From an optimization exercise on the open Yosys and OpenROAD flow, aimed at small area, a short achievable clock period and few clock cycles; shortcuts taken in it are not production practice. Only simulation tests tie the RTL to the original design; equivalence was not proved. No activity file was given, so power comes from the tool's default toggle rates.

## supermips_core
module supermips_core (
  input         clock,
  input         reset_n,
  output [31:0] icache_addr,
  output        icache_rd,
  input  [31:0] icache_data,
  input         icache_waitrequest,
  output [31:0] dcache_addr,
  output        dcache_rd,
  output        dcache_wr,
  output [31:0] dcache_wr_data,
  output [ 3:0] dcache_wr_be,
  input  [31:0] dcache_data,
  input         dcache_waitrequest
);
export LEC_CHECK = 0
export CAP_MARGIN = 40
export CORE_MARGIN = 2
export CORE_UTILIZATION = 40
export SLEW_MARGIN = 40
create_clock -name core_clock -period 150.0 [get_ports {clock}]
standard.sh (not shown) runs the stock make flow with config.mk's settings and CLKGATE_MAP_FILE= SYNTH_SCRIPT=/design/flow/synth_recipe.tcl, a recipe that flattens the netlist after the stock synthesis.
==> flow/flow/run.sh <==
#!/bin/bash
# Layout flow: the standard layout (standard synthesis), with stronger
# port buffers than the default choice.
set -euo pipefail
W=$(pwd)
export BUFFER_PORTS_ARGS="-buffer_cell sky130_fd_sc_hd__buf_4"
bash "$W/standard.sh" > "$W/layout.log" 2>&1
The starting point passed the timing, DRC and antenna checks.
Testbench counts at the start, summed over its fixed seeds: cycles 58,678.
Next try:
==> flow/run.sh (new file) <==
#!/bin/bash
# synth_recipe.tcl (not shown) runs the flow's synth.tcl, then flattens the netlist and writes it again
# the make line also repeats each setting of config.mk as NAME=value (left out here)
make -C /OpenROAD-flow-scripts/flow DESIGN_CONFIG=/design/flow/config.mk WORK_HOME=/design/flow/orfs CLKGATE_MAP_FILE= SYNTH_SCRIPT=/design/flow/synth_recipe.tcl finish
removed: flow/flow/run.sh
removed: flow/standard.sh
The changed run finished with timing, DRC and antenna clean.
Hold slack degrades by 0.011 ns.
Clock-buffer cell count is lower by 3.
Wire length grows by 5.1%.
Design area is higher by 0.78%.
Setup slack loses 0.55 ns.
Total power grows by 1.7%.
Sequential share of layout area shrinks by 0.27 points.

========
## v14
Another version of the RTL of supermips_core (not shown whole).
Size: ~9,100 cells after synthesis, about 1,400 flip-flops, roughly 91,000 µm² of cells after synthesis.
Settings: LEC_CHECK=0, CAP_MARGIN=30, CORE_MARGIN=2, CORE_UTILIZATION=45, CTS_CLUSTER_DIAMETER=60, CTS_CLUSTER_SIZE=25, SLEW_MARGIN=30; clock period 150.0 ns.
==> flow/flow/run.sh <==
#!/bin/bash
# Layout flow: the standard layout, except that
#  - synthesis maps the logic with a lighter ABC script (one delay-oriented
#    mapping pass with area recovery, no repeated delay-oriented
#    restructuring); everything else, registers included, is as the standard
#    synthesis;
#  - the port buffers are buf_4 cells.
# Each tool's output goes to a log file of its own in the work folder.
set -euo pipefail
W=$(pwd)
F=$W/flow

{
  echo "proc abc {args} {"
  echo "  set i [lsearch -exact \$args -script]"
  echo "  if {\$i >= 0} { lset args [expr {\$i + 1}] $F/abc_map.script }"
  echo "  yosys abc {*}\$args"
  echo "}"
  cat "$W/synth_recipe.tcl"
} > "$W/synth_map.tcl"
sed "s#SYNTH_SCRIPT=[^ ]*#SYNTH_SCRIPT=$W/synth_map.tcl#" "$W/standard.sh" > "$W/synth_map.sh"

export BUFFER_PORTS_ARGS="-buffer_cell sky130_fd_sc_hd__buf_4"

bash "$W/synth_map.sh" synth > "$W/synth.log" 2>&1
bash "$W/standard.sh" > "$W/layout.log" 2>&1
==> flow/flow/abc_map.script <==
&get -n
&st
&dch
&nf
&put
buffer -c
topo
stime -c
dnsize -c
v14: flow completed, timing, DRC and antenna clean
Testbench counts of v14, summed over its fixed seeds: cycles 58,226.
### v14 -> v2
Settings: swapping 30 for 20 in SLEW_MARGIN; swapping 45 for 50 in CORE_UTILIZATION; swapping 30 for 20 in CAP_MARGIN.
==> notes.md <==
When v2 is measured against v14, its height of the die turns out about 5% lower. Against v14, v2 comes in 25 ps higher on final worst slack. v2 has completed all stages; timing, DRC and antenna checks passed. Cell-internal power of v14 is on par with v2. On count of clock-buffer cells in the layout: between v14 and v2, it ends up higher for v14. v14 → v2: clock transition time at the flip-flop clock pins of the worst setup and hold paths did not really move; highest achievable clock rate did not really move; vias after detailed routing did not really move; share of the clock period used by the worst path did not really move; total power went down.
Inputs modified between v2 and v7:
Settings: SLEW_MARGIN now 30, was 20; CAP_MARGIN now 30, was 20.
==> notes.md <==
Looking at internal power of the cells, v7 sits 16 µW lower than v2 does.
Between v2 and v7, the clock insertion delay at the later pin of the skew report does not differ in any meaningful way.
Diff v2 -> v7: final wirelength stayed essentially flat, met3 usage in global routing fell by 0.51 points, highest cell delay on the worst timing path rose by 110 ps.
Leakage power: v2 vs v7, no meaningful difference
Looking at worst setup path endpoint, the dcache_addr[7] result is from v7; the dcache_addr[17] one comes from v2.
### v7 -> v52
Settings: GPL_TIMING_DRIVEN newly set to 0.
Notes after the runs:
v52: done, clean on timing, DRC and antenna. Diff v7..v52 | share of power burned in the clock network | negligible. The met2 wirelength from detailed routing of v52 is higher than that of v7. v52 against v7; initial antenna violation count is up by more than a quarter. Delta(number of clock buffer instances in the layout, v52 - v7) > 0. Compared v52 vs v7, and number of iterations in the first detailed-routing pass is up in v52. In the final design statistics, v52 uses more standard cells in total than v7. Lower non-clock buffer count goes to v7 over v52.

========
Setup of v20:
Another version of the RTL of supermips_core (not shown whole).
For scale: ~8800 cells after synthesis, ~1400 flip-flops, about 170 I/O pins, about 90000 sq um of cells after synthesis.
==> flow/config.mk <==
export PLATFORM = sky130hd
export DESIGN_NAME = supermips_core
export DESIGN_NICKNAME = supermips_core
export VERILOG_FILES = /design/flow/design.v
export SDC_FILE = /design/flow/constraint.sdc
export NUM_CORES = 8
export LEC_CHECK = 0
export CAP_MARGIN = 30
export CORE_MARGIN = 2
export CORE_UTILIZATION = 55
export CTS_CLUSTER_DIAMETER = 80
export CTS_CLUSTER_SIZE = 30
export PLACE_DENSITY = 0.7
export SLEW_MARGIN = 30
==> flow/constraint.sdc <==
create_clock -name core_clock -period 150.0 [get_ports {clock}]
set_input_delay 30.0000 -clock core_clock [delete_from_list [all_inputs] [get_ports {clock}]]
set_output_delay 30.0000 -clock core_clock [all_outputs]
set_load 0.01 [all_outputs]
Scripts as last shown in full above: flow/flow/run.sh, flow/flow/abc_map.script
Testbench counts of v20, summed over its fixed seeds: cycles 58,226.
### v20 -> v9
# v20
export LEC_CHECK = 0
export CAP_MARGIN = 30
export CORE_MARGIN = 2
export CORE_UTILIZATION = 55
export CTS_CLUSTER_DIAMETER = 80
export CTS_CLUSTER_SIZE = 30
export PLACE_DENSITY = 0.7
export SLEW_MARGIN = 30
create_clock -name core_clock -period 150.0 [get_ports {clock}]
# v9
export LEC_CHECK = 0
export CAP_MARGIN = 30
export CORE_MARGIN = 2
export CORE_UTILIZATION = 55
export CTS_CLUSTER_DIAMETER = 60
export CTS_CLUSTER_SIZE = 25
export SLEW_MARGIN = 30
create_clock -name core_clock -period 150.0 [get_ports {clock}]
### Flow results
- v9: done, clean on timing, DRC and antenna
- Going from v20 to v9, internal portion of total power grew by a few percent.
- In the tables for v9 and v20, clock period minus final worst setup slack reads higher with v9.
- STATUS worst-case setup slack after placement: v9 loses against v20
- Re critical path depth: no difference whatsoever between v20 and v9.
- Cmp v9 and v20 / worst setup slack / lower: v9
- Diff v20 -> v9 | leakage component of the power | up slightly
- v20 -> v9: number of buffers and inverters on the critical path flat
- v9 vs v20, combinational fraction of design power went down by 2.4 points.
- Of v9 and v20, it is v9 that has the higher clock power.
Edits applied to the flow inputs when going from v9 to v29:
# v9
export LEC_CHECK = 0
export CAP_MARGIN = 30
export CORE_MARGIN = 2
export CORE_UTILIZATION = 55
export CTS_CLUSTER_DIAMETER = 60
export CTS_CLUSTER_SIZE = 25
export SLEW_MARGIN = 30
create_clock -name core_clock -period 150.0 [get_ports {clock}]
# v29
export LEC_CHECK = 0
export CAP_MARGIN = 30
export CORE_MARGIN = 2
export CORE_UTILIZATION = 50
export CTS_CLUSTER_DIAMETER = 80
export CTS_CLUSTER_SIZE = 30
export SLEW_MARGIN = 30
create_clock -name core_clock -period 150.0 [get_ports {clock}]
diff --git a/flow/flow/run.sh b/flow/flow/run.sh
--- a/flow/flow/run.sh
+++ b/flow/flow/run.sh
@@ -6,3 +6,5 @@
 #    synthesis;
-#  - the port buffers are buf_4 cells.
+#  - the port buffers are buf_4 cells;
+#  - after global routing, gates on the half of the paths with the most
+#    slack are downsized (ORFS's power recovery), which saves area.
 # Each tool's output goes to a log file of its own in the work folder.
@@ -23,2 +25,4 @@
 export BUFFER_PORTS_ARGS="-buffer_cell sky130_fd_sc_hd__buf_4"
+# after global routing, downsize gates on the paths with the most slack
+export RECOVER_POWER=50
 
Notes after the runs:
v29: all stages done; final checks FAILED (capacitance limit, slew limit).
dcache_addr[0] as the capture point of the worst path was reported by v29, and dcache_addr[10] by v9.
[compare] base=v9 new=v29: maximum single-stage delay on the critical path went down by 0.03 ns, synthesis-to-finish area growth fell by 0.42 points, die area up about 10%.
v9 was larger in final cell area than v29.
The following lists how v53 was set up differently from v29:
# v29
export LEC_CHECK = 0
export CAP_MARGIN = 30
export CORE_MARGIN = 2
export CORE_UTILIZATION = 50
export CTS_CLUSTER_DIAMETER = 80
export CTS_CLUSTER_SIZE = 30
export SLEW_MARGIN = 30
create_clock -name core_clock -period 150.0 [get_ports {clock}]
# v53
export LEC_CHECK = 0
export CAP_MARGIN = 30
export CORE_MARGIN = 2
export CORE_UTILIZATION = 50
export CTS_CLUSTER_DIAMETER = 60
export CTS_CLUSTER_SIZE = 25
export SLEW_MARGIN = 30
create_clock -name core_clock -period 150.0 [get_ports {clock}]
diff --git a/flow/flow/run.sh b/flow/flow/run.sh
--- a/flow/flow/run.sh
+++ b/flow/flow/run.sh
@@ -6,5 +6,3 @@
 #    synthesis;
-#  - the port buffers are buf_4 cells;
-#  - after global routing, gates on the half of the paths with the most
-#    slack are downsized (ORFS's power recovery), which saves area.
+#  - the port buffers are buf_4 cells.
 # Each tool's output goes to a log file of its own in the work folder.
@@ -25,4 +23,2 @@
 export BUFFER_PORTS_ARGS="-buffer_cell sky130_fd_sc_hd__buf_4"
-# after global routing, downsize gates on the paths with the most slack
-export RECOVER_POWER=50
 
==> notes.md <==
Of v29 and v53, only v53 finishes the flow clean.
| v29 | all stages done | FAIL | capacitance limit, slew limit |
Compared with v29, v53 shows a clock latency reported for the late side of the worst-skew pair that is 0.05 ns higher.
Synthesis-to-finish area growth (lower): v29
Against v29, power in v53 came out worse.
Modified inputs, v5 compared to v53
# v53
export LEC_CHECK = 0
export CAP_MARGIN = 30
export CORE_MARGIN = 2
export CORE_UTILIZATION = 50
export CTS_CLUSTER_DIAMETER = 60
export CTS_CLUSTER_SIZE = 25
export SLEW_MARGIN = 30
create_clock -name core_clock -period 150.0 [get_ports {clock}]
# v5
export LEC_CHECK = 0
export CAP_MARGIN = 30
export CORE_MARGIN = 2
export CORE_UTILIZATION = 60
export CTS_CLUSTER_DIAMETER = 80
export CTS_CLUSTER_SIZE = 30
export SLEW_MARGIN = 30
create_clock -name core_clock -period 150.0 [get_ports {clock}]
==> notes.md <==
Compared with v53, v5 is more frugal on power.
Looking only at first-pass GRT wire length, and setting everything else aside, the lower value of v53 and v5 goes to v5.
v5: multi-input gate share of the layout cell area is 0.97 points higher than what v53 reported.
Measured against each other, v53 and v5 differ in met1 wire length, the lower figure coming from v5.
v5 -> v53: net switching fraction of the power flat
v53 has lower transition time of the tightest slew-check pin than v5.
[v5] static leakage fell 0.72 nW relative to v53
Total track usage up 6.9 points in v5 wrt v53

========
== JK ==
supermips_core again, from the RTL that the note above started with.
export LEC_CHECK = 0
export CAP_MARGIN = 30
export CORE_MARGIN = 2
export CORE_UTILIZATION = 50
export CTS_CLUSTER_DIAMETER = 80
export CTS_CLUSTER_SIZE = 30
export SLEW_MARGIN = 30
create_clock -name core_clock -period 150.0 [get_ports {clock}]
==> flow/flow/run.sh <==
#!/bin/bash
# Layout flow: the standard layout, except that
#  - synthesis maps the logic with a lighter ABC script (one delay-oriented
#    mapping pass with area recovery, no repeated delay-oriented
#    restructuring); everything else, registers included, is as the standard
#    synthesis;
#  - the port buffers are buf_4 cells.
# Each tool's output goes to a log file of its own in the work folder.
set -euo pipefail
W=$(pwd)
F=$W/flow

{
  echo "proc abc {args} {"
  echo "  set i [lsearch -exact \$args -script]"
  echo "  if {\$i >= 0} { lset args [expr {\$i + 1}] $F/abc_map.script }"
  echo "  yosys abc {*}\$args"
  echo "}"
  cat "$W/synth_recipe.tcl"
} > "$W/synth_map.tcl"
sed "s#SYNTH_SCRIPT=[^ ]*#SYNTH_SCRIPT=$W/synth_map.tcl#" "$W/standard.sh" > "$W/synth_map.sh"

export BUFFER_PORTS_ARGS="-buffer_cell sky130_fd_sc_hd__buf_4"

bash "$W/synth_map.sh" synth > "$W/synth.log" 2>&1
bash "$W/standard.sh" > "$W/layout.log" 2>&1
Scripts as last shown in full above: flow/flow/abc_map.script
In summary, JK completed successfully, with a layout that passed the timing, DRC and antenna checks.
Testbench counts of JK, summed over its fixed seeds: cycles 58,226.
Here is what was changed in the inputs of MS compared with JK.
- swapping 50 for 55 in CORE_UTILIZATION
==> notes.md <==
MS completed every stage of the flow, and the final layout passed the timing, DRC and antenna checks.
Per the comparison of MS with JK, combinational group share of total power climbed 0.7 points, arrival time reported for the critical path endpoint went down, number of cells in the finished layout apart from fillers shrank by 2.2%, clock tree buffer count of the final layout saw a decrease.
Final non-filler cell area, JK and MS, higher one = JK.

-- afterwards: timing with drivers on the ports --
The flow's constraints put no driver on any port. The routed layouts listed below were extracted and timed again, unchanged, in two steps.
Step 1, drivers: a clkbuf_16 drives clock and a buf_2 each remaining input, both assumed.
Step 2 moves the port delays by t, midway between the first and last clock arrival at a register: inputs arrive t later, outputs are due t later. That takes back most of the time a late clock gives input paths.
Three values: ideal ports, drivers, drivers and shift; two values: the first two.
run | t (ns) | slack for setup (ns) | pins driven straight from the clock port
the first run of note 1 | 0.940 | 118.247 / 118.152 / 117.392 | 1
the second run of note 1 | 0.951 | 117.693 / 117.585 / 116.968 | 1
v14 | 0.925 | 118.253 / 118.165 / 117.695 | 1
v2 | 0.906 | 118.278 / 118.187 / 117.917 | 1
v7 | 0.894 | 118.246 / 118.158 / 117.904 | 1
v52 | 0.941 | 115.063 / 115.063 / 115.063 | 1
v20 | 0.879 | 118.215 / 118.111 / 117.830 | 1
v9 | 0.873 | 118.132 / 118.043 / 117.563 | 1
v29 | 0.899 | 118.204 / 118.113 / 117.965 | 1
v53 | 0.914 | 118.095 / 118.007 / 117.939 | 1
v5 | 0.852 | 118.210 / 118.119 / 117.687 | 1
JK | 0.899 | 118.164 / 118.074 / 118.005 | 1
MS | 0.854 | 118.187 / 118.098 / 117.631 | 1
For the first run of note 1, which loses most, drivers alone change the setup slack by -0.095 ns; drivers and shift together by -0.855 ns.
